This design comes from an exercise in tuning for small area on the open sky130 flow, not from production work. Function was checked by simulation only, so behaviour that the tests miss may differ from the original. No activity file was given, so power comes from the tool's default toggle rates.

==> flow/design.v <==
`default_nettype none
package uart_pkg;
  localparam logic [1:0] UART_PARITY_NONE = 2'd0;
  localparam logic [1:0] UART_PARITY_EVEN = 2'd1;
  localparam logic [1:0] UART_PARITY_ODD  = 2'd2;
  localparam logic [1:0] UART_PARITY_RSVD = 2'd3;
  localparam logic [1:0] UART_STOP_1     = 2'd0;
  localparam logic [1:0] UART_STOP_2     = 2'd1;
  localparam logic [1:0] UART_STOP_RSVD0 = 2'd2;
  localparam logic [1:0] UART_STOP_RSVD1 = 2'd3;
  localparam logic [1:0] UART_DATA_5 = 2'd0;
  localparam logic [1:0] UART_DATA_6 = 2'd1;
  localparam logic [1:0] UART_DATA_7 = 2'd2;
  localparam logic [1:0] UART_DATA_8 = 2'd3;
endpackage
`default_nettype none
module uart_core (
    input wire clk,
    input wire rst_n,
    input  wire uart_rx_i,
    output wire uart_tx_o,
    input  wire uart_cts_i,
    output wire uart_rts_o,
    input wire        cfg_enable,
    input wire        cfg_rx_enable,
    input wire        cfg_tx_enable,
    input wire [31:0] cfg_baud_inc,
    input wire [ 1:0] cfg_parity_mode,
    input wire [ 1:0] cfg_stop_bits,
    input wire [ 1:0] cfg_data_bits,
    input wire        cfg_hw_flow_enable,
    input wire        ctrl_rx_fifo_clear,
    input wire        ctrl_tx_fifo_clear,
    input  wire       tx_byte_valid,
    output wire       tx_byte_ready,
    input  wire [7:0] tx_byte_data,
    output wire       rx_byte_valid,
    input  wire       rx_byte_ready,
    output wire [7:0] rx_byte_data,
    output wire rx_byte_frame_error,
    output wire rx_byte_parity_error,
    output wire rx_byte_break_detect,
    output wire [4:0] rx_fifo_level,
    output wire [4:0] tx_fifo_level,
    output wire rx_fifo_empty,
    output wire rx_fifo_full,
    output wire tx_fifo_empty,
    output wire tx_fifo_full,
    output wire rx_busy,
    output wire tx_busy,
    output wire cts_active,
    output wire rts_active,
    output wire cts_blocked,
    output wire event_rx_overrun,
    output wire event_rx_frame_error,
    output wire event_rx_parity_error,
    output wire event_rx_break_detect,
    output wire event_tx_done
);
  logic [31:0] acc_q;
  logic [ 3:0] os_cnt_q;
  logic        ot_q;   
  logic        bt_q;   
  logic [16:0] acc_c;    
  logic [32:16] acc_d;   
  logic [32:16] acc_k;   
  logic [31:16] acc_x;   
  logic [31:0] acc_s;
  logic        acc_co;
  logic        nco_run;
  assign nco_run  = rst_n & cfg_enable;
  assign acc_c[0] = 1'b0;
  for (genvar i = 0; i < 16; i++) begin : g_lo
    assign acc_s[i]   = acc_q[i] ^ cfg_baud_inc[i] ^ acc_c[i];
    assign acc_c[i+1] = (acc_q[i] & cfg_baud_inc[i]) | (acc_c[i] & (acc_q[i] ^ cfg_baud_inc[i]));
  end
  assign acc_d[16] = 1'b0;
  assign acc_k[16] = 1'b1;
  for (genvar i = 16; i < 32; i++) begin : g_hi
    assign acc_x[i]   = acc_q[i] ^ cfg_baud_inc[i] ^ acc_d[i];
    assign acc_d[i+1] = (acc_q[i] & cfg_baud_inc[i]) | (acc_d[i] & (acc_q[i] ^ cfg_baud_inc[i]));
    assign acc_k[i+1] = acc_k[i] & acc_x[i];
    assign acc_s[i]   = acc_x[i] ^ (acc_c[16] & acc_k[i]);
  end
  assign acc_co = acc_d[32] | (acc_c[16] & acc_k[32]);
  assign bt_q = ot_q && (os_cnt_q == 4'd0);
  always_ff @(posedge clk) begin
    acc_q <= nco_run ? acc_s : 32'd0;
    ot_q  <= nco_run & acc_co;
    if (!nco_run) os_cnt_q <= 4'd0;
    else if (acc_co) os_cnt_q <= os_cnt_q + 4'd1;
  end
  logic [2:0] rx_sync_q;
  logic [2:0] cts_sync_q;
  logic       rx;
  always_ff @(posedge clk) begin
    if (!rst_n) begin
      rx_sync_q  <= 3'b111;
      cts_sync_q <= 3'b000;
    end else begin
      rx_sync_q  <= {rx_sync_q[1:0], uart_rx_i};
      cts_sync_q <= {cts_sync_q[1:0], uart_cts_i};
    end
  end
  assign rx = rx_sync_q[2];
  localparam logic [2:0] R_IDLE = 3'd0, R_IDLEV = 3'd1, R_START = 3'd2, R_DATA = 3'd3,
                         R_PAR = 3'd4, R_STOP = 3'd5, R_DONE = 3'd6;
  logic [2:0] r_st_q;
  logic [3:0] r_cnt_q;
  logic [2:0] r_bi_q;
  logic [1:0] r_nd_q;     
  logic       r_ns_q;     
  logic       r_pen_q;    
  logic       r_podd_q;   
  logic [7:0] r_data_q;
  logic       r_fe_q;
  logic       r_pe_q;
  logic       r_armed_q;
  logic       r_idle;
  logic       r_valid;
  logic       r_brk;
  logic       r_full_tick;
  logic [7:0] r_data_shift;
  assign r_idle      = (r_st_q == R_IDLE) || (r_st_q == R_IDLEV);
  assign r_valid     = (r_st_q == R_IDLEV);
  assign r_full_tick = ot_q && (r_cnt_q == 4'd15);
  assign r_brk       = r_fe_q && (r_data_q == 8'd0);
  for (genvar j = 0; j < 8; j++) begin : g_rsh
    if (j < 4) begin : g_lo
      assign r_data_shift[j] = r_data_q[j+1];
    end else if (j < 7) begin : g_mid
      assign r_data_shift[j] = (r_nd_q == 2'(j - 4)) ? rx : r_data_q[j+1];
    end else begin : g_top
      assign r_data_shift[j] = (r_nd_q == 2'd3) ? rx : 1'b0;
    end
  end
  always_ff @(posedge clk) begin
    if (!rst_n) begin
      r_st_q    <= R_IDLE;
      r_armed_q <= 1'b1;
    end else begin
      case (r_st_q)
        R_IDLE, R_IDLEV: begin
          r_cnt_q <= 4'd0;
          r_bi_q  <= 3'd0;
          r_st_q  <= R_IDLE;
          if (rx) begin
            r_armed_q <= 1'b1;
          end else if (r_armed_q) begin
            r_armed_q <= 1'b0;
            if (cfg_enable && cfg_rx_enable) begin
              r_st_q   <= R_START;
              r_nd_q   <= cfg_data_bits;
              r_ns_q   <= (cfg_stop_bits == 2'd1);
              r_pen_q  <= cfg_parity_mode[0] ^ cfg_parity_mode[1];
              r_podd_q <= cfg_parity_mode[1];
            end
          end
        end
        R_START: begin
          if (ot_q) begin
            if (r_cnt_q == 4'd7) begin
              r_cnt_q <= 4'd0;
              r_st_q  <= rx ? R_IDLE : R_DATA;
            end else begin
              r_cnt_q <= r_cnt_q + 4'd1;
            end
          end
        end
        R_DATA: begin
          if (ot_q) r_cnt_q <= r_cnt_q + 4'd1;
          if (r_full_tick) begin
            r_data_q <= r_data_shift;
            r_pe_q   <= r_pen_q & (((r_bi_q == 3'd0) ? r_podd_q : r_pe_q) ^ rx);
            if (r_bi_q == {1'b1, r_nd_q}) begin
              r_bi_q <= 3'd0;
              r_st_q <= r_pen_q ? R_PAR : R_STOP;
            end else begin
              r_bi_q <= r_bi_q + 3'd1;
            end
          end
        end
        R_PAR: begin
          if (ot_q) r_cnt_q <= r_cnt_q + 4'd1;
          if (r_full_tick) begin
            r_pe_q <= r_pe_q ^ rx;
            r_st_q <= R_STOP;
          end
        end
        R_STOP: begin
          if (ot_q) r_cnt_q <= r_cnt_q + 4'd1;
          if (r_full_tick) begin
            r_fe_q <= !rx || (r_bi_q[0] && r_fe_q);
            if (r_bi_q[0] == r_ns_q) r_st_q <= R_DONE;
            else r_bi_q[0] <= 1'b1;
          end
        end
        R_DONE: begin
          r_st_q <= R_IDLEV;
        end
        default: begin
          r_st_q <= R_IDLE;
        end
      endcase
    end
  end
  logic [9:0] ring_q [0:15];
  logic [3:0] r_head_q;
  logic       r_pend_q;
  logic [4:0] r_lev_q;
  logic [9:0] r_din;
  logic [9:0] r_dout;
  logic       r_empty;
  logic       r_full;
  logic       r_pop;
  logic       r_push_ready;
  logic       r_push;
  logic [3:0] r_tail_pos;
  logic       r_wr;
  assign r_din        = {r_pe_q, r_fe_q, r_data_q};
  assign r_empty      = (r_lev_q == 5'd0);
  assign r_full       = r_lev_q[4];
  assign r_pop        = !r_empty && rx_byte_ready;
  assign r_push_ready = !r_full || r_pop;
  assign r_push       = r_valid && !ctrl_rx_fifo_clear && r_push_ready;
  assign r_tail_pos   = r_head_q - r_lev_q[3:0] + 4'd1;
  assign r_wr         = r_pend_q && (r_tail_pos == 4'd15);
  assign r_dout       = (r_pend_q && (r_lev_q == 5'd1)) ? r_din : ring_q[r_head_q];
  always_ff @(posedge clk) begin
    ring_q[0] <= r_wr ? r_din : ring_q[15];
    for (int k = 1; k < 16; k++) ring_q[k] <= ring_q[k-1];
    r_head_q <= r_head_q + {3'd0, !r_pop};
  end
  always_ff @(posedge clk) begin
    if (!rst_n) begin
      r_pend_q <= 1'b0;
      r_lev_q  <= 5'd0;
    end else begin
      if (r_push) r_pend_q <= 1'b1;
      else if (r_wr) r_pend_q <= 1'b0;
      if (ctrl_rx_fifo_clear) r_lev_q <= 5'd0;
      else if (r_push && !r_pop) r_lev_q <= r_lev_q + 5'd1;
      else if (r_pop && !r_push) r_lev_q <= r_lev_q - 5'd1;
    end
  end
  assign rx_byte_valid        = !r_empty;
  assign rx_byte_data         = r_dout[7:0];
  assign rx_byte_frame_error  = r_dout[8];
  assign rx_byte_parity_error = r_dout[9];
  assign rx_byte_break_detect = r_dout[8] && (r_dout[7:0] == 8'd0);
  assign rx_fifo_level        = r_lev_q;
  assign rx_fifo_empty        = r_empty;
  assign rx_fifo_full         = r_full;
  assign event_rx_overrun     = r_valid && !ctrl_rx_fifo_clear && !r_push_ready;
  assign event_rx_frame_error = r_valid && r_fe_q;
  assign event_rx_parity_error = r_valid && r_pe_q;
  assign event_rx_break_detect = r_valid && r_brk;
  assign rx_busy              = !r_idle;
  logic [7:0] tm_q [0:15];
  logic [4:0] t_lev_q;
  logic       t_empty;
  logic       t_full;
  logic       t_push_ready;
  logic       t_push;
  logic [7:0] t_head;
  logic [7:0] t_by_lev [0:15];   
  logic       tx_start;
  assign t_empty      = (t_lev_q == 5'd0);
  assign t_full       = t_lev_q[4];
  assign t_push_ready = !t_full || tx_start;
  assign t_push       = tx_byte_valid && !ctrl_tx_fifo_clear && t_push_ready;
  for (genvar k = 0; k < 16; k++) begin : g_tsel
    assign t_by_lev[k] = tm_q[(k + 15) % 16];
  end
  assign t_head       = t_by_lev[t_lev_q[3:0]];
  always_ff @(posedge clk) begin
    if (t_push) begin
      tm_q[0] <= tx_byte_data;
      for (int k = 1; k < 16; k++) tm_q[k] <= tm_q[k-1];
    end
  end
  always_ff @(posedge clk) begin
    if (!rst_n || ctrl_tx_fifo_clear) t_lev_q <= 5'd0;
    else if (t_push && !tx_start) t_lev_q <= t_lev_q + 5'd1;
    else if (tx_start && !t_push) t_lev_q <= t_lev_q - 5'd1;
  end
  assign tx_byte_ready = t_push_ready && !ctrl_tx_fifo_clear;
  assign tx_fifo_level = t_lev_q;
  assign tx_fifo_empty = t_empty;
  assign tx_fifo_full  = t_full;
  localparam logic [2:0] T_IDLE = 3'd0, T_IDLED = 3'd1, T_START = 3'd2, T_DATA = 3'd3,
                         T_PAR = 3'd4, T_STOP = 3'd5;
  logic [2:0] t_st_q;
  logic [7:0] t_data_q;
  logic [2:0] t_bi_q;
  logic [1:0] t_nd_q;
  logic       t_ns_q;
  logic       t_pen_q;
  logic       t_par_q;
  logic       t_idle;
  logic       t_bit;
  logic       launch_wanted;
  logic       cts_ok;
  assign t_idle = (t_st_q == T_IDLE) || (t_st_q == T_IDLED);
  assign t_bit  = t_data_q[t_bi_q];
  always_ff @(posedge clk) begin
    if (!rst_n) begin
      t_st_q <= T_IDLE;
    end else begin
      case (t_st_q)
        T_IDLE, T_IDLED: begin
          t_bi_q <= 3'd0;
          t_st_q <= T_IDLE;
          if (tx_start) begin
            t_st_q   <= T_START;
            t_data_q <= t_head;
            t_nd_q   <= cfg_data_bits;
            t_ns_q   <= (cfg_stop_bits == 2'd1);
            t_pen_q  <= cfg_parity_mode[0] ^ cfg_parity_mode[1];
            t_par_q  <= cfg_parity_mode[1];
          end
        end
        T_START: begin
          if (bt_q) t_st_q <= T_DATA;
        end
        T_DATA: begin
          if (bt_q) begin
            t_par_q <= t_par_q ^ t_bit;
            if (t_bi_q == {1'b1, t_nd_q}) begin
              t_bi_q <= 3'd0;
              t_st_q <= t_pen_q ? T_PAR : T_STOP;
            end else begin
              t_bi_q <= t_bi_q + 3'd1;
            end
          end
        end
        T_PAR: begin
          if (bt_q) t_st_q <= T_STOP;
        end
        T_STOP: begin
          if (bt_q) begin
            if (t_bi_q[0] == t_ns_q) t_st_q <= T_IDLED;
            else t_bi_q[0] <= 1'b1;
          end
        end
        default: begin
          t_st_q <= T_IDLE;
        end
      endcase
    end
  end
  assign uart_tx_o     = (t_st_q == T_START) ? 1'b0 :
                         (t_st_q == T_DATA)  ? t_bit :
                         (t_st_q == T_PAR)   ? t_par_q : 1'b1;
  assign tx_busy       = !t_idle;
  assign event_tx_done = (t_st_q == T_IDLED);
  logic rts_q;
  assign cts_ok        = !cts_sync_q[2];
  assign launch_wanted = cfg_enable && cfg_tx_enable && !t_empty && t_idle;
  assign tx_start      = launch_wanted && (!cfg_hw_flow_enable || cts_ok) && bt_q;
  always_ff @(posedge clk) begin
    if (!rst_n) rts_q <= 1'b1;
    else if (!cfg_enable || !cfg_rx_enable) rts_q <= 1'b0;
    else if (!cfg_hw_flow_enable) rts_q <= 1'b1;
    else if (rts_q && (r_lev_q >= 5'd14)) rts_q <= 1'b0;
    else if (!rts_q && (r_lev_q <= 5'd8)) rts_q <= 1'b1;
  end
  assign cts_active  = !cfg_hw_flow_enable || cts_ok;
  assign cts_blocked = cfg_hw_flow_enable && launch_wanted && !cts_ok;
  assign rts_active  = cfg_hw_flow_enable ? rts_q : (cfg_enable && cfg_rx_enable);
  assign uart_rts_o  = !rts_active;
endmodule
==> flow/flow/run.sh <==
#!/bin/bash
# Own layout flow: the standard synthesis, then the combinational logic of its netlist
# re-mapped by ABC with an area-oriented script (registers, full and half adders untouched, so
# every register keeps its name and cell), then the standard layout steps, with the port
# buffers made from the smallest buffer cell. Each tool's output goes to a log file here.
set -euo pipefail
W=$PWD
R=$W/orfs/results/$FLOW_PLATFORM/uart_core/base
LIB=$FLOW_HOME/platforms/$FLOW_PLATFORM/lib/sky130_fd_sc_hd__tt_025C_1v80.lib
YOSYS=$(command -v yosys || echo "$FLOW_HOME/../tools/install/yosys/bin/yosys")

bash standard.sh synth > "$W/log_1_standard_synth.txt" 2>&1

mkdir -p "$W/reabc"
python3 flow/split_lib.py "$LIB" "$W/reabc" > "$W/log_2_split_lib.txt" 2>&1
cp "$R/1_2_yosys.v" "$W/reabc/standard_1_2_yosys.v"
cat > "$W/reabc/reabc.ys" <<YS
read_liberty -lib $W/reabc/keep.lib
read_liberty -ignore_miss_func $W/reabc/comb.lib
read_verilog $W/reabc/standard_1_2_yosys.v
hierarchy -check -top $FLOW_TOP
flatten
opt_clean
abc -liberty $LIB $(for c in sky130_fd_sc_hd__probe_p_8 sky130_fd_sc_hd__probec_p_8 '*lpflow*'; do printf -- '-dont_use %s ' "$c"; done) -script $W/flow/area.abc
read_liberty -lib -ignore_redef $LIB
opt_clean -purge
hilomap -singleton -hicell sky130_fd_sc_hd__conb_1 HI -locell sky130_fd_sc_hd__conb_1 LO
splitnets
opt_clean -purge
insbuf -buf sky130_fd_sc_hd__buf_4 A X
check -assert
stat -liberty $LIB
write_verilog -noattr -nohex -nodec $W/reabc/1_2_yosys.v
YS
"$YOSYS" -s "$W/reabc/reabc.ys" > "$W/log_3_reabc.txt" 2>&1
cp "$W/reabc/1_2_yosys.v" "$R/1_2_yosys.v"

bash standard.sh BUFFER_PORTS_ARGS="-buffer_cell sky130_fd_sc_hd__buf_1" finish > "$W/log_4_standard_layout.txt" 2>&1
==> flow/flow/area.abc <==
&get -n
&st
&dch
&nf -R 1000
&put
topo
dnsize -c
==> flow/flow/split_lib.py <==
#!/usr/bin/env python3
"""Split the platform liberty into keep.lib (sequential cells, full and half adders: left as
they are) and comb.lib (other cells: read with their functions so ABC can re-map them)."""
import re, sys
src, out = sys.argv[1], sys.argv[2]
txt = open(src).read()
idx = [m.start() for m in re.finditer(r'\n\s*cell\s*\(', txt)]
head = txt[:idx[0]]
cells = []
for i, s in enumerate(idx):
    e = idx[i + 1] if i + 1 < len(idx) else txt.rfind('}')
    cells.append(txt[s:e])
def name(c):
    return re.search(r'cell\s*\(\s*"?(\w+)', c).group(1)
def keep(c):
    return re.search(r'\b(ff|latch|statetable)\s*\(', c) or re.search(r'__(fa|ha)_\d', name(c))
open(out + '/keep.lib', 'w').write(head + ''.join(c for c in cells if keep(c)) + '\n}\n')
open(out + '/comb.lib', 'w').write(head + ''.join(c for c in cells if not keep(c)) + '\n}\n')
==> flow/standard.sh <==
#!/bin/bash
# synth_recipe.tcl (not shown) runs the flow's synth.tcl, then flattens the netlist and writes it again
# the make line also repeats each setting of config.mk as NAME=value (left out here)
make -C /OpenROAD-flow-scripts/flow DESIGN_CONFIG=/design/flow/config.mk WORK_HOME=/design/flow/orfs CLKGATE_MAP_FILE= SYNTH_SCRIPT=/design/flow/synth_recipe.tcl "${@:-finish}"
==> flow/config.mk <==
export PLATFORM = sky130hd
export DESIGN_NAME = uart_core
export DESIGN_NICKNAME = uart_core
export VERILOG_FILES = /design/flow/design.v
export SDC_FILE = /design/flow/constraint.sdc
export NUM_CORES = 4
export LEC_CHECK = 0
export ABC_AREA = 1
export CAP_MARGIN = 20
export CORE_MARGIN = 2
export CORE_UTILIZATION = 40
export CTS_BUF_LIST = sky130_fd_sc_hd__clkbuf_16
export CTS_CLUSTER_DIAMETER = 100
export CTS_CLUSTER_SIZE = 30
export SLEW_MARGIN = 20
==> flow/constraint.sdc <==
create_clock -name core_clock -period 10.0 [get_ports {clk}]
set_input_delay 2.0000 -clock core_clock [delete_from_list [all_inputs] [get_ports {clk}]]
set_output_delay 2.0000 -clock core_clock [all_outputs]
set_load 0.01 [all_outputs]
==> results.sh, run 1 <==
export IMPL_status="no timing/DRC/antenna violations"
export IMPL_cts_tree="yes"
export IMPL_dr_pass1_iters=9
export IMPL_cp_slowest_cell="fa_1"
export IMPL_coreArea_mm2=0.03471
export IMPL_postPlaceCellArea_mm2=0.01515
export IMPL_fin_setup_tns_ps=0
export IMPL_viasPerCell=5.357
export IMPL_die_w_um=192.2
export IMPL_p_per_area_mw_per_mm2=209.1
export IMPL_grtUsageTotal=0.1672
export IMPL_p_leak_uw=0.005489
export IMPL_drive_gt1_frac=0.04399
export IMPL_ctsHoldBuffers=0
export IMPL_nFillCells=3157
export IMPL_crit_path_frequent_cell="fa_1"
export IMPL_clock_sinks=392
export IMPL_initial_utilization=0.4081
export IMPL_final_antenna_net_count=0
export IMPL_die_y_um=192.2
export IMPL_first_global_vias=8655
export IMPL_grt_overflow_total=0
export IMPL_cap_viol_max_count=0
export IMPL_start_kind="input port"
export IMPL_rows=68
export IMPL_regArea_mm2=0.009509
export IMPL_max_stage_delay_ps=410
export IMPL_antenna_cells=0
export IMPL_required_ps=10400
export IMPL_via_count=8770
export IMPL_crit_type="in -> reg"
export IMPL_timing_rr_end="os_cnt_q[1]$_SDFFE_PN0P_"
export IMPL_place_congestion=0.7908
export IMPL_clk_latency_ps=530
export IMPL_ir_drop_uv=161.1
export IMPL_root_buffer="clkbuf_16"
export IMPL_remaining_drc_errors=0
export IMPL_io_pins=97
export IMPL_rr_worst_depth=29
export IMPL_period_needed_ps=9262
export IMPL_fmax_ghz=0.1080
export IMPL_path_max_fanout=9
export IMPL_antenna_found_initial=0
export IMPL_endpoint="os_cnt_q[1]$_SDFFE_PN0P_"
export IMPL_hold_violations=0
export IMPL_tightest_slew_ps=1139
export IMPL_regToRegStartpoint="acc_q[0]$_SDFF_PN0_"
export IMPL_final_common_cell="dfxtp_1"
export IMPL_post_place_cells=1607
export IMPL_hpwlAfterDp_um=20030
export IMPL_syn_area_per_cell_um2=13.47
export IMPL_hold_path_class="reg -> reg"
export IMPL_cts_clk_slew_worst_paths_ps=110
export IMPL_synth_cells=1052
export IMPL_crit_path_end_kind="flip-flop"
export IMPL_area_growth_pct=10.69
export IMPL_wirelength_um=30350
export IMPL_grt_pass1_wl_um=48210
export IMPL_ctsLongestPathBuffers=3
export IMPL_finalSetupViolations=0
export IMPL_fp_dieArea_mm2=0.03694
export IMPL_max_slew_margin=0.2382
export IMPL_yosys_warnings=4
export IMPL_finalNonFillerCells=1637
export IMPL_portBuffers=96
export IMPL_syn_nets=1166
export IMPL_numCtsBuffers=17
export IMPL_syn_area_mm2=0.01417
export IMPL_htreeDepth=1
export IMPL_slew_violations=0
export IMPL_final_cell_area_mm2=0.01568
export IMPL_nNetsFinal=1286
export IMPL_fin_crit_sh=0.9262
export IMPL_reg2reg_slack_ps=2000
export IMPL_multi_input_area_mm2=0.004330
export IMPL_worstPathArrival_ps=9660
export IMPL_wl_per_cell_um=18.54
export IMPL_grt_max_degree=90
export IMPL_rsz0062_at_grt="false"
export IMPL_cp_startpoint="cfg_baud_inc[0]"
export IMPL_final_cell_mix="dfxtp_1, edfxtp_1, buf_1"
export IMPL_postCtsSetupBuffers=0
export IMPL_finClkSkew_ps=28.83
export IMPL_drt_iter0_drc=931
## critical path, delay by kind of cell
| family | cells | cell delay [ps] |
|---|---|---|
| adders and majority gates | 16 | 5670 |
| buffers and inverters | 2 | 130 |
| and+or+nand+nor | 9 | 1410 |
| AOI/OAI and AO/OA | 3 | 450 |
## power by group
part	switching (µW)	total (µW)	internal, µW
sequential	102	1880	1780
clock	485	807	323
combinational	368	587	218
total	955	3280	2320
## sequential cells by signal, summed over array words and instances, names as in the netlist, 2 cells and up
name / count
t_data_q: 8
tm_q: 128
t_st_q: 3
t_nd_q: 2
cts_sync_q: 3
t_lev_q: 5
r_cnt_q: 4
r_st_q: 3
r_data_q: 8
acc_q: 32
ring_q: 160
rx_sync_q: 3
os_cnt_q: 4
r_head_q: 4
r_nd_q: 2
t_bi_q: 3
r_lev_q: 5
r_bi_q: 3
## worst min path at each step
stage / startpoint / to / cells after the start / slack [ps]
floorplan: ring_q[0][0]$_DFF_P_ / ring_q[1][0]$_DFF_P_ / 0 / 330
detailed placement: ring_q[0][2]$_DFF_P_ / ring_q[1][2]$_DFF_P_ / 0 / 330
CTS: ring_q[0][2]$_DFF_P_ / ring_q[1][2]$_DFF_P_ / 0 / 350
global route: ring_q[13][4]$_DFF_P_ / ring_q[14][4]$_DFF_P_ / 0 / 360
finish: ring_q[7][1]$_DFF_P_ / ring_q[8][1]$_DFF_P_ / 0 / 350
global placement: ring_q[0][2]$_DFF_P_ / ring_q[1][2]$_DFF_P_ / 0 / 330
## routing by layer
layer  routed length (µm)  GRT usage  up-vias
met5                    0          0        -
met4                  518    0.03641        0
met3                 2042    0.02375       40
met2                14270     0.2797      282
met1                13520     0.2313     4276
li1                     -          -     4172
## layout make-up
class | count | area share
Clock buffer | 17 | 0.02713
Sequential cell | 392 | 0.6064
Inverter | 58 | 0.01388
Multi-Input combinational cell | 584 | 0.2762
Tap cell | 455 | 0.03631
Clock inverter | 12 | 0.004788
Timing Repair Buffer | 119 | 0.03527
## stage by stage
stage,power [µW],hold WS [ps],setup slack (ps),util
after floorplan,2291,325.9,721.1,-
after global placement,2495,331.1,292.3,0.4364
after detailed placement,2503,332.4,12.03,0.4364
after CTS,3301,354.1,533.8,0.4508
after global routing,3452,358.7,124.7,0.4517
final,3278,351.6,737.8,0.4517
## repair_timing
action,in CTS,in global routing
setup endpoints to repair,0,1
hold endpoints to repair,0,0
resized for setup,0,1
==> inputs of run 2 (changes only) <==
--- a/flow/design.v
+++ b/flow/design.v
@@ -143,3 +143,3 @@
         R_IDLE, R_IDLEV: begin
-          r_cnt_q <= 4'd0;
+          r_cnt_q <= 4'd8;   
           r_bi_q  <= 3'd0;
@@ -160,10 +160,4 @@
         R_START: begin
-          if (ot_q) begin
-            if (r_cnt_q == 4'd7) begin
-              r_cnt_q <= 4'd0;
-              r_st_q  <= rx ? R_IDLE : R_DATA;
-            end else begin
-              r_cnt_q <= r_cnt_q + 4'd1;
-            end
-          end
+          if (ot_q) r_cnt_q <= r_cnt_q + 4'd1;
+          if (r_full_tick) r_st_q <= rx ? R_IDLE : R_DATA;
         end
--- a/flow/flow/run.sh
+++ b/flow/flow/run.sh
@@ -2,3 +2,3 @@
 # Own layout flow: the standard synthesis, then the combinational logic of its netlist
-# re-mapped by ABC with an area-oriented script (registers, full and half adders untouched, so
+# re-mapped by ABC with an area-oriented script (registers and full adders untouched, so
 # every register keeps its name and cell), then the standard layout steps, with the port
@@ -29,3 +29,3 @@
 opt_clean -purge
-insbuf -buf sky130_fd_sc_hd__buf_4 A X
+insbuf -buf sky130_fd_sc_hd__buf_1 A X
 check -assert
--- a/flow/flow/split_lib.py
+++ b/flow/flow/split_lib.py
@@ -1,3 +1,3 @@
 #!/usr/bin/env python3
-"""Split the platform liberty into keep.lib (sequential cells, full and half adders: left as
+"""Split the platform liberty into keep.lib (sequential cells and full adders: left as
 they are) and comb.lib (other cells: read with their functions so ABC can re-map them)."""
@@ -15,3 +15,3 @@
 def keep(c):
-    return re.search(r'\b(ff|latch|statetable)\s*\(', c) or re.search(r'__(fa|ha)_\d', name(c))
+    return re.search(r'\b(ff|latch|statetable)\s*\(', c) or re.search(r'__fa_\d', name(c))
 open(out + '/keep.lib', 'w').write(head + ''.join(c for c in cells if keep(c)) + '\n}\n')
--- a/flow/config.mk
+++ b/flow/config.mk
@@ -14,2 +14,3 @@
 export CTS_CLUSTER_SIZE = 30
+export GPL_TIMING_DRIVEN = 0
 export SLEW_MARGIN = 20
==> results.sh, run 2 <==
export IMPL_setup_slack_ps=507.6
export IMPL_fp_dieArea_mm2=0.03646
export IMPL_syn_area_mm2=0.01398
export IMPL_finalNonFillerCells=1656
export IMPL_die_y_um=191.0
export IMPL_post_place_cells=1626
export IMPL_htreeDepth=1
export IMPL_clk_latency_ps=520
export IMPL_rr_worst_depth=29
export IMPL_ctsLongestPathBuffers=3
export IMPL_finClkSkew_ps=25.06
export IMPL_largest_reg_flops=160
export IMPL_grt_max_degree=66
export IMPL_final_antenna_net_count=0
export IMPL_grt_pass1_wl_um=48370
export IMPL_reg2reg_slack_ps=1780
export IMPL_initial_utilization=0.4057
export IMPL_ir_drop_uv=157.4
export IMPL_fmax_ghz=0.1053
export IMPL_status="no timing/DRC/antenna violations"
export IMPL_fin_crit_sh=0.9492
export IMPL_drt_iter0_drc=719
export IMPL_grt_overflow_total=0
export IMPL_cts_tree="yes"
export IMPL_max_stage_delay_ps=440
export IMPL_yosys_warnings=4
export IMPL_max_slew_margin=0.2420
export IMPL_first_global_vias=8810
export IMPL_crit_path_end_kind="flip-flop"
export IMPL_timing_rr_end="os_cnt_q[3]$_SDFFE_PN0P_"
export IMPL_cap_viol_max_count=0
export IMPL_min_to="ring_q[1][2]$_DFF_P_"
export IMPL_root_buffer="clkbuf_16"
export IMPL_final_cell_mix="dfxtp_1, edfxtp_1, buf_1"
export IMPL_drive_gt1_frac=0.04413
export IMPL_fin_setup_tns_ps=0
export IMPL_finalSetupViolations=0
export IMPL_clock_sinks=392
export IMPL_tightest_slew_ps=1133
export IMPL_slew_violations=0
export IMPL_syn_area_per_cell_um2=13.12
export IMPL_place_congestion=0.8171
export IMPL_grt_util_met3=0.02258
export IMPL_dp_slack_ps=-309.3
export IMPL_crit_path_frequent_cell="fa_1"
export IMPL_cp_slowest_cell="fa_1"
export IMPL_required_ps=10420
export IMPL_rsz0062_at_grt="false"
export IMPL_p_total_uw=3273
export IMPL_p_leak_uw=0.005371
export IMPL_holdPathStages=0
export IMPL_remaining_drc_errors=0
export IMPL_dr_pass1_iters=5
export IMPL_hold_violations=0
export IMPL_worstPathArrival_ps=9910
export IMPL_crit_type="in -> reg"
export IMPL_p_per_area_mw_per_mm2=209.4
export IMPL_min_delay_start="ring_q[0][2]$_DFF_P_"
export IMPL_rows=68
export IMPL_largestRegisters="ring_q: 160 flops, tm_q: 128 flops, acc_q: 32 flops"
export IMPL_coreArea_mm2=0.03446
export IMPL_wl_per_cell_um=18.40
export IMPL_wirelength_um=30470
export IMPL_final_common_cell="dfxtp_1"
export IMPL_start_kind="input port"
export IMPL_grt_busiest_layer="met2"
export IMPL_use_met2=0.2709
export IMPL_syn_nets=1156
export IMPL_area_growth_pct=11.77
export IMPL_antenna_found_initial=0
export IMPL_period_needed_ps=9492
export IMPL_via_count=8905
export IMPL_io_pins=97
export IMPL_grtUsageTotal=0.1684
export IMPL_cts_clk_slew_worst_paths_ps=110
export IMPL_nFillCells=3171
export IMPL_multi_input_area_mm2=0.004318
export IMPL_met1_usage=0.2378
export IMPL_hpwlAfterDp_um=20540
export IMPL_numCtsBuffers=17
export IMPL_nNetsFinal=1281
export IMPL_regToRegStartpoint="acc_q[0]$_SDFF_PN0_"
export IMPL_path_max_fanout=6
export IMPL_synth_cells=1066
export IMPL_antenna_cells=0
export IMPL_largest_register="ring_q"
export IMPL_die_w_um=191.0
export IMPL_viasPerCell=5.377
export IMPL_hold_path_class="reg -> reg"
export IMPL_regArea_mm2=0.009509
export IMPL_portBuffers=96
## run 2: routing by layer
| layer | wire length [µm] | share of wire | vias up |
|---|---|---|---|
| li1 | - | - | 4228 |
| met1 | 13850 | 0.45 | 4319 |
| met2 | 13990 | 0.46 | 305 |
| met3 | 1877 | 0.062 | 53 |
| met4 | 759 | 0.025 | 0 |
| met5 | 0 | 0 | - |
## run 2: what timing repair did
item / CTS / global route
hold buffers: 0 / 0
setup buffers: 0 / 0
endpoints found under the hold margin: 0 / 0
resized for setup: 0 / 4
setup endpoints to repair: 0 / 4
## run 2: report_power, final
| group | total, µW | internal, µW | switching, µW |
|---|---|---|---|
| registers | 1880 | 1780 | 106 |
| clock network | 819 | 324 | 495 |
| logic | 569 | 208 | 361 |
## run 2: worst max-delay path, delay by kind of cell
family,cells,cell delay (ps)
buffers and inverters,2,160
adder cells (fa/ha/maj),15,5510
AND/OR/NAND/NOR,10,1860
AO/OA/AOI/OAI,3,360
## run 2: worst max-delay path by stage
stage	from	end	slack [ps]	cells after the start
final	cfg_baud_inc[0]	os_cnt_q[3]$_SDFFE_PN0P_	510	30
after global routing	cfg_baud_inc[0]	os_cnt_q[3]$_SDFFE_PN0P_	60	30
after CTS	cfg_baud_inc[0]	os_cnt_q[3]$_SDFFE_PN0P_	240	30
after detailed placement	cfg_baud_inc[0]	os_cnt_q[3]$_SDFFE_PN0P_	-310	30
after global placement	cfg_baud_inc[0]	os_cnt_q[3]$_SDFFE_PN0P_	-120	30
after floorplan	cfg_baud_inc[0]	os_cnt_q[3]$_SDFFE_PN0P_	610	29
## run 2: layout make-up
class                   instances  area share
plain buffers                  18    0.004324
multi-input cells             609      0.2763
well taps                     455     0.03643
clock buffers                  17     0.02722
flip-flops and latches        392      0.6085
repair buffers                106     0.03067
clock inverters                12    0.004884
inverters                      47     0.01161
## run 2: through the flow
| step | area [µm²] | hold WS (ps) | util |
|---|---|---|---|
| 2_1_floorplan | 13980 | 325.9 | - |
| 3_3_place_gp | 14910 | 331.8 | 0.4327 |
| 3_5_place_dp | 15110 | 330.4 | 0.4385 |
| 4_1_cts | 15610 | 354.1 | 0.4530 |
| 5_1_grt | 15630 | 358.0 | 0.4535 |
| 6_report | 15630 | 353.0 | 0.4535 |
==> inputs of run 3 (changes only) <==
--- a/flow/flow/run.sh
+++ b/flow/flow/run.sh
@@ -29,3 +29,3 @@
 opt_clean -purge
-insbuf -buf sky130_fd_sc_hd__buf_1 A X
+insbuf -buf sky130_fd_sc_hd__buf_4 A X
 check -assert
--- a/flow/config.mk
+++ b/flow/config.mk
@@ -14,3 +14,2 @@
 export CTS_CLUSTER_SIZE = 30
-export GPL_TIMING_DRIVEN = 0
 export SLEW_MARGIN = 20
==> results.sh, run 3 <==
export IMPL_min_to="ring_q[5][4]$_DFF_P_"
export IMPL_ctsResizeCount=0
export IMPL_remaining_drc_errors=0
export IMPL_largestRegisters="ring_q: 160 flops, tm_q: 128 flops, acc_q: 32 flops"
export IMPL_met1_length_um=13650
export IMPL_syn_nets=1156
export IMPL_post_place_cells=1626
export IMPL_finalNonFillerCells=1655
export IMPL_numCtsBuffers=17
export IMPL_viasPerCell=5.397
export IMPL_path_buf_inv=2
export IMPL_grt_max_degree=90
export IMPL_clock_sinks=392
export IMPL_final_cell_area_mm2=0.01556
export IMPL_min_delay_start="ring_q[4][4]$_DFF_P_"
export IMPL_postPlaceCellArea_mm2=0.01506
export IMPL_rr_worst_depth=29
export IMPL_timing_rr_end="os_cnt_q[3]$_SDFFE_PN0P_"
export IMPL_tightest_slew_ps=1049
export IMPL_required_ps=10410
export IMPL_dp_slack_ps=-124.5
export IMPL_first_global_vias=8730
export IMPL_cp_slowest_cell="fa_1"
export IMPL_die_y_um=191.4
export IMPL_setup_slack_ps=471.5
export IMPL_top_layer_used="met4"
export IMPL_pwr_share_clk=0.249
export IMPL_wirelength_um=30730
export IMPL_nNetsFinal=1280
export IMPL_ctsHoldBuffers=0
export IMPL_wl_per_cell_um=18.57
export IMPL_fmax_ghz=0.1049
export IMPL_p_per_area_mw_per_mm2=209.1
export IMPL_status="no timing/DRC/antenna violations"
export IMPL_holdPathStages=0
export IMPL_coreArea_mm2=0.03454
export IMPL_grt_overflow_total=0
export IMPL_postCtsSetupBuffers=0
export IMPL_syn_area_mm2=0.01405
export IMPL_start_kind="input port"
export IMPL_area_growth_pct=10.78
export IMPL_cts_tree="yes"
export IMPL_max_slew_margin=0.2983
export IMPL_syn_area_per_cell_um2=13.18
export IMPL_drt_iter0_drc=1007
export IMPL_cts_clk_slew_worst_paths_ps=110
export IMPL_ctsLongestPathBuffers=3
export IMPL_hold_path_class="reg -> reg"
export IMPL_combPwrFrac=0.174
export IMPL_finalSetupViolations=0
export IMPL_htreeDepth=1
export IMPL_drive_gt1_frac=0.04417
export IMPL_rsz0062_at_grt="false"
export IMPL_path_max_fanout=6
export IMPL_nFillCells=3201
export IMPL_max_stage_delay_ps=430
export IMPL_root_buffer="clkbuf_16"
export IMPL_io_pins=97
export IMPL_synth_cells=1066
export IMPL_critPathTopFamily="adder cells"
export IMPL_antenna_found_initial=0
export IMPL_crit_path_end_kind="flip-flop"
export IMPL_dr_pass1_iters=7
export IMPL_seqPwrFrac=0.578
export IMPL_fp_dieArea_mm2=0.03664
export IMPL_antenna_cells=0
export IMPL_clk_latency_ps=520
export IMPL_rows=68
export IMPL_die_w_um=191.4
export IMPL_initial_utilization=0.4067
export IMPL_dr_wl_met2_um=14400
export IMPL_final_common_cell="dfxtp_1"
export IMPL_yosys_warnings=4
export IMPL_hold_violations=0
export IMPL_regToRegStartpoint="acc_q[0]$_SDFF_PN0_"
export IMPL_final_cell_mix="dfxtp_1, edfxtp_1, buf_1"
export IMPL_crit_type="in -> reg"
export IMPL_netSwitchingFraction=0.2905
export IMPL_p_leak_uw=0.005389
export IMPL_largest_reg_flops=160
export IMPL_grt_pass1_wl_um=48510
export IMPL_crit_path_frequent_cell="fa_1"
export IMPL_reg2reg_slack_ps=1720
export IMPL_cap_viol_max_count=0
export IMPL_p_total_uw=3255
export IMPL_final_antenna_net_count=0
export IMPL_period_needed_ps=9529
export IMPL_p_int_uw=2309
export IMPL_via_count=8932
export IMPL_holdWs_ps=347.1
export IMPL_largest_register="ring_q"
export IMPL_ir_drop_uv=166.7
export IMPL_switching_power_uw=945.5
export IMPL_portBuffers=96
export IMPL_grtUsageTotal=0.1686
export IMPL_wl_met3_um=2052
export IMPL_worstPathArrival_ps=9940
export IMPL_hpwlAfterDp_um=20530
export IMPL_finClkSkew_ps=13.38
export IMPL_place_congestion=0.8418
export IMPL_fin_crit_sh=0.9529
export IMPL_slew_violations=0
-- run 3: final cells by class --
type	count	area, µm²	area share
Tap cell	455	569.3	0.03658
Inverter	47	178.9	0.01150
Timing Repair Buffer	123	566.8	0.03642
Clock buffer	17	425.4	0.02734
Multi-Input combinational cell	609	4240	0.2725
Clock inverter	12	72.57	0.004663
Sequential cell	392	9509	0.6110
-- run 3: stage by stage --
step | TNS (ps) | util
finish | 0 | 0.4505
global route | 0 | 0.4505
CTS | 0 | 0.4504
detailed placement | -182.4 | 0.4360
global placement | 0 | 0.4360
floorplan | 0 | -
-- run 3: power groups by stage --
stage               combinational (µW)  clock [µW]  sequential [µW]
floorplan                          382           0             1890
global placement                   551           0             1910
detailed placement                 559           0             1920
CTS                                563         836             1880
global route                       624         891             1900
finish                             566         809             1880
-- run 3: worst reg2reg max path: cells and delay by family, from the launching register on --
kind | cells | cell delay, ps
compound gates | 3 | 360
fa+ha+maj | 15 | 5540
buf+inv | 1 | 60
flops | 1 | 320
simple gates | 10 | 1880
-- run 3: worst max path at each step --
stage	startpoint	to	slack [ps]	depth (start not counted)
3_3_place_gp	cfg_baud_inc[0]	os_cnt_q[3]$_SDFFE_PN0P_	160	30
2_1_floorplan	cfg_baud_inc[0]	os_cnt_q[3]$_SDFFE_PN0P_	610	29
3_5_place_dp	cfg_baud_inc[0]	os_cnt_q[3]$_SDFFE_PN0P_	-120	30
5_1_grt	cfg_baud_inc[0]	os_cnt_q[3]$_SDFFE_PN0P_	90	30
6_report	cfg_baud_inc[0]	os_cnt_q[3]$_SDFFE_PN0P_	470	30
4_1_cts	cfg_baud_inc[0]	os_cnt_q[3]$_SDFFE_PN0P_	410	30
-- run 3: routing by layer --
metal / GRT usage / vias to the layer above
met2: 0.2742 / 303
met1: 0.2355 / 4363
met4: 0.03905 / 0
met3: 0.02901 / 44
met5: 0 / -
li1: - / 4222
==> inputs of run 4 (changes only) <==
==> flow/flow/area.abc (replaced) <==
&get -n
&st
&deepsyn -T 60
&dch
&nf -R 1000
&put
topo
dnsize -c
==> results.sh, run 4 <==
export IMPL_combPwrFrac=0.109
export IMPL_crit_type="in -> reg"
export IMPL_area_growth_pct=10.85
export IMPL_period_needed_ps=9488
export IMPL_antenna_found_initial=0
export IMPL_clk_latency_ps=520
export IMPL_nNetsFinal=1267
export IMPL_ctsLongestPathBuffers=3
export IMPL_place_congestion=0.7778
export IMPL_via_count=8766
export IMPL_viasPerCell=5.339
export IMPL_coreArea_mm2=0.03446
export IMPL_drive_gt1_frac=0.04128
export IMPL_setup_slack_ps=511.6
export IMPL_seqPwrFrac=0.602
export IMPL_numCtsBuffers=17
export IMPL_wl_per_cell_um=18.75
export IMPL_max_slew_margin=0.2104
export IMPL_largestRegisters="ring_q: 160 flops, tm_q: 128 flops, acc_q: 32 flops"
export IMPL_fin_crit_sh=0.9488
export IMPL_grt_overflow_total=0
export IMPL_crit_path_end_kind="flip-flop"
export IMPL_antenna_cells=0
export IMPL_postCtsSetupBuffers=0
export IMPL_synth_cells=1058
export IMPL_portBuffers=96
export IMPL_drt_iter0_drc=688
export IMPL_io_pins=97
export IMPL_tightest_slew_ps=1180
export IMPL_crit_path_frequent_cell="fa_1"
export IMPL_clock_sinks=392
export IMPL_final_common_cell="dfxtp_1"
export IMPL_ir_drop_uv=141.0
export IMPL_cts_tree="yes"
export IMPL_switching_power_uw=746.3
export IMPL_pwr_share_clk=0.289
export IMPL_die_y_um=190.7
export IMPL_final_cell_mix="dfxtp_1, edfxtp_1, buf_1"
export IMPL_status="no timing/DRC/antenna violations"
export IMPL_dr_pass1_iters=8
export IMPL_root_buffer="clkbuf_16"
export IMPL_start_kind="input port"
export IMPL_cp_slowest_cell="fa_1"
export IMPL_syn_area_per_cell_um2=13.18
export IMPL_rsz0062_at_grt="false"
export IMPL_critPathTopFamily="adder cells"
export IMPL_dp_slack_ps=-78.55
export IMPL_grtUsageTotal=0.1694
export IMPL_first_global_vias=8679
export IMPL_worstPathArrival_ps=9940
export IMPL_cap_viol_max_count=0
export IMPL_netSwitchingFraction=0.2557
export IMPL_path_buf_inv=2
export IMPL_max_stage_delay_ps=460
export IMPL_rows=68
export IMPL_syn_area_mm2=0.01394
export IMPL_largest_reg_flops=160
export IMPL_die_w_um=190.7
export IMPL_hpwlAfterDp_um=20310
export IMPL_syn_nets=1148
export IMPL_hold_violations=0
export IMPL_p_leak_uw=0.005358
export IMPL_hold_path_class="reg -> reg"
export IMPL_cts_clk_slew_worst_paths_ps=110
export IMPL_p_per_area_mw_per_mm2=188.9
export IMPL_yosys_warnings=4
export IMPL_finClkSkew_ps=14.61
export IMPL_wirelength_um=30780
export IMPL_largest_register="ring_q"
export IMPL_p_int_uw=2172
export IMPL_remaining_drc_errors=0
export IMPL_nFillCells=3175
export IMPL_grt_max_degree=66
export IMPL_finalSetupViolations=0
export IMPL_grt_pass1_wl_um=48360
export IMPL_p_total_uw=2919
export IMPL_initial_utilization=0.4046
export IMPL_required_ps=10450
export IMPL_path_max_fanout=5
export IMPL_htreeDepth=1
export IMPL_final_antenna_net_count=0
export IMPL_fmax_ghz=0.1054
export IMPL_reg2reg_slack_ps=1780
export IMPL_slew_violations=0
export IMPL_fp_dieArea_mm2=0.03636
run 4: power groups by stage:
| stage | Combinational [µW] | Sequential (µW) | Clock, µW |
|---|---|---|---|
| after global routing | 352 | 1760 | 918 |
| after floorplan | 192 | 1780 | 0 |
| after CTS | 318 | 1760 | 871 |
| final | 319 | 1760 | 843 |
| after detailed placement | 317 | 1790 | 0 |
| after global placement | 312 | 1790 | 0 |
run 4: final timing paths:
kind                                           start                  endpoint  depth (start not counted)
worst max register to register   acc_q[0]$_SDFF_PN0_  os_cnt_q[3]$_SDFFE_PN0P_                         31
worst min-delay path            ring_q[3][8]$_DFF_P_      ring_q[4][8]$_DFF_P_                          0
worst min register to register  ring_q[3][8]$_DFF_P_      ring_q[4][8]$_DFF_P_                          0
worst max-delay path                 cfg_baud_inc[0]  os_cnt_q[3]$_SDFFE_PN0P_                         32
run 4: per-layer routing:
metal	part of all wire	vias up	track usage	wire length, µm
li1	-	4166	-	-
met1	0.45	4292	0.2346	13870
met2	0.47	259	0.2755	14410
met3	0.056	49	0.02392	1715
met4	0.026	0	0.05367	790
met5	0	-	0	0
run 4: repair_timing:
item	CTS	global route
endpoints found under the setup margin	0	1
resized for setup	0	1
hold buffers	0	0
run 4: final cells by class:
class / instances / area [µm²] / share of cell area
clock buffer: 19 / 475.5 / 0.03077
clock inverter: 10 / 57.56 / 0.003724
inverter: 48 / 182.7 / 0.01182
multi-input combinational: 600 / 4134 / 0.2675
sequential: 392 / 9509 / 0.6153
tap: 455 / 569.3 / 0.03684
timing repair buffer: 118 / 525.5 / 0.03401
run 4: through the flow:
stage               utilization  TNS (ps)  cells  hold WS (ps)  instance area, µm²
floorplan                     -         0   1058         329.8               13940
global placement         0.4329         0   1613         331.8               14920
detailed placement       0.4329    -103.3   1613         336.9               14920
CTS                      0.4484         0   1642         352.1               15450
global route             0.4485         0   1642         358.5               15450
finish                   0.4485         0   1642         350.6               15450
==> inputs of run 5 (changes only) <==
--- a/flow/flow/run.sh
+++ b/flow/flow/run.sh
@@ -37,2 +37,4 @@
 
-bash standard.sh BUFFER_PORTS_ARGS="-buffer_cell sky130_fd_sc_hd__buf_1" finish > "$W/log_4_standard_layout.txt" 2>&1
+CTS="-sink_clustering_enable -repair_clock_nets -sink_clustering_size 16 -sink_clustering_max_diameter 60"
+CTS="$CTS -buf_list sky130_fd_sc_hd__clkbuf_8 -dont_use_dummy_load"
+bash standard.sh BUFFER_PORTS_ARGS="-buffer_cell sky130_fd_sc_hd__buf_1" CTS_ARGS="$CTS" finish > "$W/log_4_standard_layout.txt" 2>&1
==> results.sh, run 5 <==
export IMPL_status="no timing/DRC/antenna violations"
export IMPL_crit_path_end_kind="flip-flop"
export IMPL_largest_reg_flops=160
export IMPL_combPwrFrac=0.111
export IMPL_grt_max_degree=66
export IMPL_use_met2=0.2764
export IMPL_antenna_cells=0
export IMPL_remaining_drc_errors=0
export IMPL_wirelength_um=31100
export IMPL_setup_slack_ps=471.2
export IMPL_slew_violations=0
export IMPL_final_cell_mix="dfxtp_1, edfxtp_1, buf_1"
export IMPL_tightest_slew_ps=1179
export IMPL_cp_num_cells=32
export IMPL_utilization=0.4470
export IMPL_dr_pass1_iters=6
export IMPL_netSwitchingFraction=0.2575
export IMPL_die_w_um=190.7
export IMPL_holdPathStages=0
export IMPL_p_leak_uw=0.005326
export IMPL_cts_tree="yes"
export IMPL_grt_util_met3=0.03423
export IMPL_syn_nets=1148
export IMPL_dp_slack_ps=-78.55
export IMPL_hpwlAfterDp_um=20310
export IMPL_pwr_share_clk=0.277
export IMPL_root_buffer="clkbuf_8"
export IMPL_period_needed_ps=9529
export IMPL_drive_gt1_frac=0.05197
export IMPL_final_cell_area_mm2=0.01540
export IMPL_ctsLongestPathBuffers=3
export IMPL_grtUsageTotal=0.1731
export IMPL_path_buf_inv=2
export IMPL_met1_usage=0.2356
export IMPL_p_per_area_mw_per_mm2=186.4
export IMPL_critPathTopFamily="adder cells"
export IMPL_postCtsSetupBuffers=0
export IMPL_grt_overflow_total=0
export IMPL_first_global_vias=8794
export IMPL_cp_slowest_cell="fa_1"
export IMPL_io_pins=97
export IMPL_max_stage_delay_ps=460
export IMPL_antenna_found_initial=0
export IMPL_rr_worst_depth=31
export IMPL_synth_cells=1058
export IMPL_ctsResizeCount=0
export IMPL_crit_path_frequent_cell="fa_1"
export IMPL_via_count=8850
export IMPL_ctsHoldBuffers=0
export IMPL_final_antenna_net_count=0
export IMPL_htreeDepth=2
export IMPL_max_slew_margin=0.2111
export IMPL_switching_power_uw=739.5
export IMPL_seqPwrFrac=0.611
export IMPL_hold_path_class="reg -> reg"
export IMPL_crit_type="in -> reg"
export IMPL_required_ps=10470
export IMPL_holdWs_ps=284.6
export IMPL_finClkSkew_ps=83.19
export IMPL_hold_violations=0
export IMPL_fp_dieArea_mm2=0.03636
export IMPL_coreArea_mm2=0.03446
export IMPL_clk_latency_ps=550
export IMPL_clock_sinks=392
export IMPL_grt_pass1_wl_um=48840
export IMPL_largestRegisters="ring_q: 160 flops, tm_q: 128 flops, acc_q: 32 flops"
export IMPL_yosys_warnings=4
export IMPL_final_common_cell="dfxtp_1"
export IMPL_ir_drop_uv=153.6
export IMPL_largest_register="ring_q"
export IMPL_portBuffers=96
export IMPL_place_congestion=0.7778
export IMPL_postPlaceCellArea_mm2=0.01492
export IMPL_syn_area_per_cell_um2=13.18
export IMPL_initial_utilization=0.4046
export IMPL_die_y_um=190.7
export IMPL_worstPathArrival_ps=10000
export IMPL_numCtsBuffers=35
export IMPL_nNetsFinal=1285
export IMPL_cts_clk_slew_worst_paths_ps=90
export IMPL_rows=68
export IMPL_drt_iter0_drc=783
export IMPL_grt_busiest_layer="met2"
export IMPL_path_max_fanout=5
export IMPL_syn_area_mm2=0.01394
export IMPL_cap_viol_max_count=0
export IMPL_p_int_uw=2132
export IMPL_rsz0062_at_grt="false"
export IMPL_area_growth_pct=10.48
export IMPL_wl_per_cell_um=18.87
export IMPL_viasPerCell=5.370
export IMPL_start_kind="input port"
export IMPL_fmax_ghz=0.1049
export IMPL_fin_crit_sh=0.9529
export IMPL_finalSetupViolations=0
-- run 5: changes by cell type in the layout (fill, tap and decap cells not counted), sizes merged --
| cell | change |
|---|---|
| clkbuf | +16 |
| clkinv | -1 |
| inv | -9 |
-- run 5: final timing paths --
| check | startpoint | endpoint | slack [ps] |
|---|---|---|---|
| worst max-delay path | cfg_baud_inc[0] | os_cnt_q[3]$_SDFFE_PN0P_ | 470 |
| worst min-delay path | ring_q[7][4]$_DFF_P_ | ring_q[8][4]$_DFF_P_ | 280 |
| worst max register to register | acc_q[0]$_SDFF_PN0_ | os_cnt_q[3]$_SDFFE_PN0P_ | 1740 |
| worst min register to register | ring_q[7][4]$_DFF_P_ | ring_q[8][4]$_DFF_P_ | 280 |
-- run 5: power by group through the flow --
stage	registers [µW]	logic [µW]	clock network, µW
finish	1760	319	797
global placement	1790	312	0
global route	1760	352	886
floorplan	1780	192	0
CTS	1760	318	829
detailed placement	1790	317	0
-- run 5: area by class of cell --
class                   count  area [µm²]
fillers                  3185       19060
repair buffers            118       525.5
well taps                 455       569.3
inverters                  48       182.7
multi-input cells         600        4134
clock buffers              35       481.7
flip-flops and latches    392        9509
-- run 5: through the flow --
step / power (µW) / TNS, ps / std cells
6_report: 2872 / 0 / 1648
5_1_grt: 3002 / 0 / 1648
4_1_cts: 2903 / 0 / 1648
3_5_place_dp: 2109 / -103.3 / 1613
3_3_place_gp: 2103 / 0 / 1613
2_1_floorplan: 1972 / 0 / 1058
-- run 5: layer usage --
layer / share of wire / wire (µm) / vias up
met5: 0 / 0 / -
met4: 0.026 / 816 / 0
met3: 0.061 / 1905 / 60
met2: 0.47 / 14510 / 264
met1: 0.45 / 13860 / 4341
li1: - / - / 4185
==> inputs of run 6 (changes only) <==
--- a/flow/flow/run.sh
+++ b/flow/flow/run.sh
@@ -37,4 +37,4 @@
 
-CTS="-sink_clustering_enable -repair_clock_nets -sink_clustering_size 16 -sink_clustering_max_diameter 60"
-CTS="$CTS -buf_list sky130_fd_sc_hd__clkbuf_8 -dont_use_dummy_load"
+CTS="-sink_clustering_enable -repair_clock_nets -sink_clustering_size 30 -sink_clustering_max_diameter 100"
+CTS="$CTS -buf_list sky130_fd_sc_hd__clkbuf_16 -root_buf sky130_fd_sc_hd__clkbuf_8 -tree_buf sky130_fd_sc_hd__clkbuf_8 -dont_use_dummy_load"
 bash standard.sh BUFFER_PORTS_ARGS="-buffer_cell sky130_fd_sc_hd__buf_1" CTS_ARGS="$CTS" finish > "$W/log_4_standard_layout.txt" 2>&1
==> results.sh, run 6 <==
export IMPL_die_y_um=190.7
export IMPL_rows=68
export IMPL_postCtsSetupBuffers=0
export IMPL_ir_drop_uv=139.9
export IMPL_antenna_cells=0
export IMPL_largestRegisters="ring_q: 160 flops, tm_q: 128 flops, acc_q: 32 flops"
export IMPL_fp_dieArea_mm2=0.03636
export IMPL_syn_area_per_cell_um2=13.18
export IMPL_antenna_found_initial=0
export IMPL_drt_iter0_drc=696
export IMPL_yosys_warnings=4
export IMPL_hpwlAfterDp_um=20310
export IMPL_max_slew_margin=0.2132
export IMPL_root_buffer="clkbuf_8"
export IMPL_grt_pass1_wl_um=48330
export IMPL_hold_path_class="reg -> reg"
export IMPL_io_pins=97
export IMPL_synth_cells=1058
export IMPL_dr_pass1_iters=5
export IMPL_crit_path_frequent_cell="fa_1"
export IMPL_holdWs_ps=333.7
export IMPL_pwr_share_clk=0.263
export IMPL_path_max_fanout=5
export IMPL_ctsResizeCount=0
export IMPL_nNetsFinal=1267
export IMPL_clk_latency_ps=590
export IMPL_syn_area_mm2=0.01394
export IMPL_netSwitchingFraction=0.2548
export IMPL_tightest_slew_ps=1176
export IMPL_seqPwrFrac=0.624
export IMPL_grtUsageTotal=0.1695
export IMPL_area_growth_pct=9.837
export IMPL_hold_violations=0
export IMPL_final_antenna_net_count=0
export IMPL_ctsHoldBuffers=0
export IMPL_numCtsBuffers=17
export IMPL_grt_busiest_layer="met2"
export IMPL_switching_power_uw=717.4
export IMPL_finClkSkew_ps=35.96
export IMPL_cts_tree="yes"
export IMPL_grt_util_met3=0.02282
export IMPL_crit_path_end_kind="flip-flop"
export IMPL_portBuffers=96
export IMPL_ctsLongestPathBuffers=3
export IMPL_cp_slowest_cell="fa_1"
export IMPL_fmax_ghz=0.1052
export IMPL_finalSetupViolations=0
export IMPL_viasPerCell=5.385
export IMPL_drive_gt1_frac=0.03745
export IMPL_via_count=8777
export IMPL_worstPathArrival_ps=10000
export IMPL_coreArea_mm2=0.03446
export IMPL_period_needed_ps=9510
export IMPL_wl_per_cell_um=18.88
export IMPL_htreeDepth=1
export IMPL_die_w_um=190.7
export IMPL_cts_clk_slew_worst_paths_ps=110
export IMPL_first_global_vias=8655
export IMPL_largest_register="ring_q"
export IMPL_p_per_area_mw_per_mm2=183.9
export IMPL_path_buf_inv=2
export IMPL_wirelength_um=30780
export IMPL_final_cell_mix="dfxtp_1, edfxtp_1, buf_1"
export IMPL_grt_max_degree=66
export IMPL_p_leak_uw=0.005268
export IMPL_slew_violations=0
export IMPL_rsz0062_at_grt="false"
export IMPL_initial_utilization=0.4046
export IMPL_status="no timing/DRC/antenna violations"
export IMPL_crit_type="in -> reg"
export IMPL_start_kind="input port"
export IMPL_place_congestion=0.7778
export IMPL_p_int_uw=2098
export IMPL_required_ps=10490
export IMPL_largest_reg_flops=160
export IMPL_utilization=0.4444
export IMPL_cap_viol_max_count=0
export IMPL_syn_nets=1148
export IMPL_combPwrFrac=0.113
export IMPL_remaining_drc_errors=0
export IMPL_met1_usage=0.2350
export IMPL_grt_overflow_total=0
export IMPL_use_met2=0.2771
export IMPL_fin_crit_sh=0.9510
export IMPL_clock_sinks=392
export IMPL_critPathTopFamily="adder cells"
export IMPL_final_common_cell="dfxtp_1"
export IMPL_max_stage_delay_ps=460
## run 6: path summary, 6_finish.rpt
kind | start | to | slack, ps | cells after the start
max | cfg_baud_inc[0] | os_cnt_q[3]$_SDFFE_PN0P_ | 490 | 32
min | ring_q[1][7]$_DFF_P_ | ring_q[2][7]$_DFF_P_ | 330 | 0
max reg2reg | acc_q[0]$_SDFF_PN0_ | os_cnt_q[3]$_SDFFE_PN0P_ | 1700 | 31
min reg2reg | ring_q[1][7]$_DFF_P_ | ring_q[2][7]$_DFF_P_ | 330 | 0
## run 6: cell type report
cell class | count | area, µm²
fill | 3189 | 19150
sequential | 392 | 9509
inverter | 48 | 182.7
clock buffer | 17 | 391.6
timing repair buffer | 118 | 525.5
multi-input combinational | 600 | 4134
tap | 455 | 569.3
## run 6: power groups by stage
stage	sequential (µW)	combinational (µW)	clock (µW)
5_1_grt	1760	352	812
3_3_place_gp	1790	312	0
3_5_place_dp	1790	317	0
6_report	1760	319	741
2_1_floorplan	1780	192	0
4_1_cts	1760	318	765
## run 6: metrics by stage
stage	instances	cell area [µm²]	total power [µW]	setup WS, ps	setup TNS, ps
CTS	1630	15310	2839	504.0	0
floorplan	1058	13940	1972	518.6	0
global route	1630	15310	2927	13.49	0
finish	1630	15310	2815	489.9	0
global placement	1613	14920	2103	169.2	0
detailed placement	1613	14920	2109	-78.55	-103.3
## run 6: metal layers
| layer | wire length (µm) | vias to the layer above |
|---|---|---|
| met1 | 13870 | 4309 |
| met2 | 14350 | 261 |
| met3 | 1758 | 49 |
| met5 | 0 | - |
| li1 | - | 4158 |
| met4 | 807 | 0 |
## run 6: worst register-to-register path, delay by kind of cell (launching register included)
| family | cells | cell delay [ps] |
|---|---|---|
| simple gates | 15 | 2240 |
| flops | 1 | 320 |
| buf+inv | 1 | 70 |
| fa+ha+maj | 15 | 5560 |
==> inputs of run 7 (changes only) <==
--- a/flow/config.mk
+++ b/flow/config.mk
@@ -14,2 +14,3 @@
 export CTS_CLUSTER_SIZE = 30
+export PLACE_DENSITY = 0.8
 export SLEW_MARGIN = 20
==> results.sh, run 7 <==
export IMPL_start_kind="input port"
export IMPL_regArea_mm2=0.009509
export IMPL_crit_type="in -> reg"
export IMPL_fp_dieArea_mm2=0.03636
export IMPL_root_buffer="clkbuf_8"
export IMPL_dr_pass1_iters=8
export IMPL_min_delay_start="ring_q[4][9]$_DFF_P_"
export IMPL_p_total_uw=2798
export IMPL_remaining_drc_errors=0
export IMPL_regToRegStartpoint="acc_q[0]$_SDFF_PN0_"
export IMPL_ctsLongestPathBuffers=3
export IMPL_path_buf_inv=2
export IMPL_area_growth_pct=9.262
export IMPL_fmax_ghz=0.1052
export IMPL_p_leak_uw=0.005200
export IMPL_final_cell_area_mm2=0.01523
export IMPL_setup_slack_ps=496.7
export IMPL_slew_violations=0
export IMPL_cts_clk_slew_worst_paths_ps=110
export IMPL_final_antenna_net_count=0
export IMPL_die_y_um=190.7
export IMPL_max_stage_delay_ps=440
export IMPL_largest_register="ring_q"
export IMPL_synth_cells=1058
export IMPL_dp_slack_ps=-11.91
export IMPL_holdPathStages=0
export IMPL_period_needed_ps=9503
export IMPL_drive_gt1_frac=0.02926
export IMPL_htreeDepth=1
export IMPL_clock_sinks=392
export IMPL_max_slew_margin=0.1893
export IMPL_multi_input_area_mm2=0.004151
export IMPL_hold_violations=0
export IMPL_fin_crit_sh=0.9503
export IMPL_finalSetupViolations=0
export IMPL_rows=68
export IMPL_crit_path_frequent_cell="fa_1"
export IMPL_numCtsBuffers=17
export IMPL_timing_rr_end="os_cnt_q[3]$_SDFFE_PN0P_"
export IMPL_viasPerCell=5.531
export IMPL_reg2reg_slack_ps=1710
export IMPL_final_cell_mix="dfxtp_1, edfxtp_1, buf_1"
export IMPL_coreArea_mm2=0.03446
export IMPL_cap_viol_max_count=0
export IMPL_io_pins=97
export IMPL_largestRegisters="ring_q: 160 flops, tm_q: 128 flops, acc_q: 32 flops"
export IMPL_rr_worst_depth=31
export IMPL_drt_iter0_drc=1137
export IMPL_cts_tree="yes"
export IMPL_path_max_fanout=5
export IMPL_hpwlAfterDp_um=20560
export IMPL_portBuffers=96
export IMPL_status="no timing/DRC/antenna violations"
export IMPL_required_ps=10480
export IMPL_p_per_area_mw_per_mm2=183.7
export IMPL_tightest_slew_ps=1212
export IMPL_hold_path_class="reg -> reg"
export IMPL_grt_overflow_total=0
export IMPL_postCtsSetupBuffers=0
export IMPL_wl_per_cell_um=18.96
export IMPL_wirelength_um=30650
export IMPL_syn_area_mm2=0.01394
export IMPL_postPlaceCellArea_mm2=0.01484
export IMPL_grt_pass1_wl_um=48460
export IMPL_antenna_cells=0
export IMPL_syn_nets=1148
export IMPL_via_count=8943
export IMPL_worstPathArrival_ps=9980
export IMPL_antenna_found_initial=0
export IMPL_clk_latency_ps=590
export IMPL_cp_slowest_cell="fa_1"
export IMPL_ctsHoldBuffers=0
export IMPL_finClkSkew_ps=70.09
export IMPL_crit_path_end_kind="flip-flop"
export IMPL_die_w_um=190.7
export IMPL_ir_drop_uv=129.8
export IMPL_grt_max_degree=76
export IMPL_ctsResizeCount=0
export IMPL_syn_area_per_cell_um2=13.18
export IMPL_utilization=0.4420
export IMPL_initial_utilization=0.4046
export IMPL_yosys_warnings=4
export IMPL_place_congestion=0.8417
export IMPL_nNetsFinal=1254
export IMPL_rsz0062_at_grt="false"
export IMPL_min_to="ring_q[5][9]$_DFF_P_"
export IMPL_first_global_vias=8939
export IMPL_fin_setup_tns_ps=0
export IMPL_grtUsageTotal=0.1681
export IMPL_critPathTopFamily="adder cells"
export IMPL_nFillCells=3051
export IMPL_final_common_cell="dfxtp_1"
export IMPL_largest_reg_flops=160
==> run 7: how the worst max path moves through the flow <==
stage / cells past startpoint / slack [ps] / end / from
final: 32 / 500 / os_cnt_q[3]$_SDFFE_PN0P_ / cfg_baud_inc[0]
after global routing: 32 / 100 / os_cnt_q[3]$_SDFFE_PN0P_ / cfg_baud_inc[0]
after CTS: 32 / 560 / os_cnt_q[3]$_SDFFE_PN0P_ / cfg_baud_inc[0]
after detailed placement: 32 / -10 / os_cnt_q[3]$_SDFFE_PN0P_ / cfg_baud_inc[0]
after global placement: 32 / 350 / os_cnt_q[3]$_SDFFE_PN0P_ / cfg_baud_inc[0]
after floorplan: 31 / 520 / os_cnt_q[3]$_SDFFE_PN0P_ / cfg_baud_inc[0]
==> run 7: metrics by stage <==
stage                     std cells  hold WS, ps
final                          1617        313.3
after global routing           1617        320.8
after CTS                      1617        315.4
after detailed placement       1600        337.0
after global placement         1600        334.2
after floorplan                1058        329.8
==> run 7: per-layer routing <==
metal  vias to the layer above  global-route usage  routed length (µm)  share of wire
li1                       4120                   -                   -              -
met1                      4400              0.2214               12560           0.41
met2                       373              0.2903               15190           0.50
met3                        50             0.02300                2190          0.071
met4                         0             0.04651                 710          0.023
met5                         -                   0                   0              0
==> run 7: report_power, final <==
part           total [µW]  switching, µW  internal, µW  leakage, µW
Sequential           1760           48.2          1710      0.00338
Combinational         302            209          93.3      0.00162
Clock                 736            457           279     0.000194
==> run 7: cell type report <==
type	count	share of cell area
clock buffer	17	0.02571
inverter	48	0.01199
multi-input combinational	600	0.2725
sequential	392	0.6243
tap	455	0.03737
timing repair buffer	105	0.02809

## port drivers added, routing unchanged
Ports are ideal in the flow. The routed layouts listed here were re-timed in OpenROAD.
Step 1 sets driving cells, clkbuf_16 on the clock port and buf_2 on the other inputs (assumed; they add their load-dependent delay and slew).
Step 2, shift: input delay + t, output delay - t, t = (earliest + latest rising clock arrival at the registers) / 2. This alone moves slack from input paths to output paths.
a / b / c = no drivers / after step 1 / after step 2; a / b = the first two.
| run | shift t [ns] | setup slack, ns | worst hold slack (ns) |
|---|---|---|---|
| run 1 | 0.562 | 0.738 / 0.763 / 0.201 | 0.352 / 0.352 / 0.352 |
| run 2 | 0.562 | 0.508 / 0.534 / -0.029 | 0.353 / 0.353 / 0.353 |
| run 3 | 0.564 | 0.471 / 0.500 / -0.064 | 0.347 / 0.347 / 0.347 |
| run 4 | 0.565 | 0.512 / 0.538 / -0.027 | 0.351 / 0.351 / 0.351 |
| run 5 | 0.572 | 0.471 / 0.497 / -0.074 | 0.285 / 0.285 / 0.285 |
| run 6 | 0.611 | 0.490 / 0.513 / -0.098 | 0.334 / 0.334 / 0.334 |
| run 7 | 0.601 | 0.497 / 0.518 / -0.083 | 0.313 / 0.313 / 0.313 |
Met with ideal ports but missed after step 2: setup timing in 6 of these runs. For run 6, which loses most, drivers alone change the setup slack by +0.023 ns; drivers and shift together by -0.588 ns.
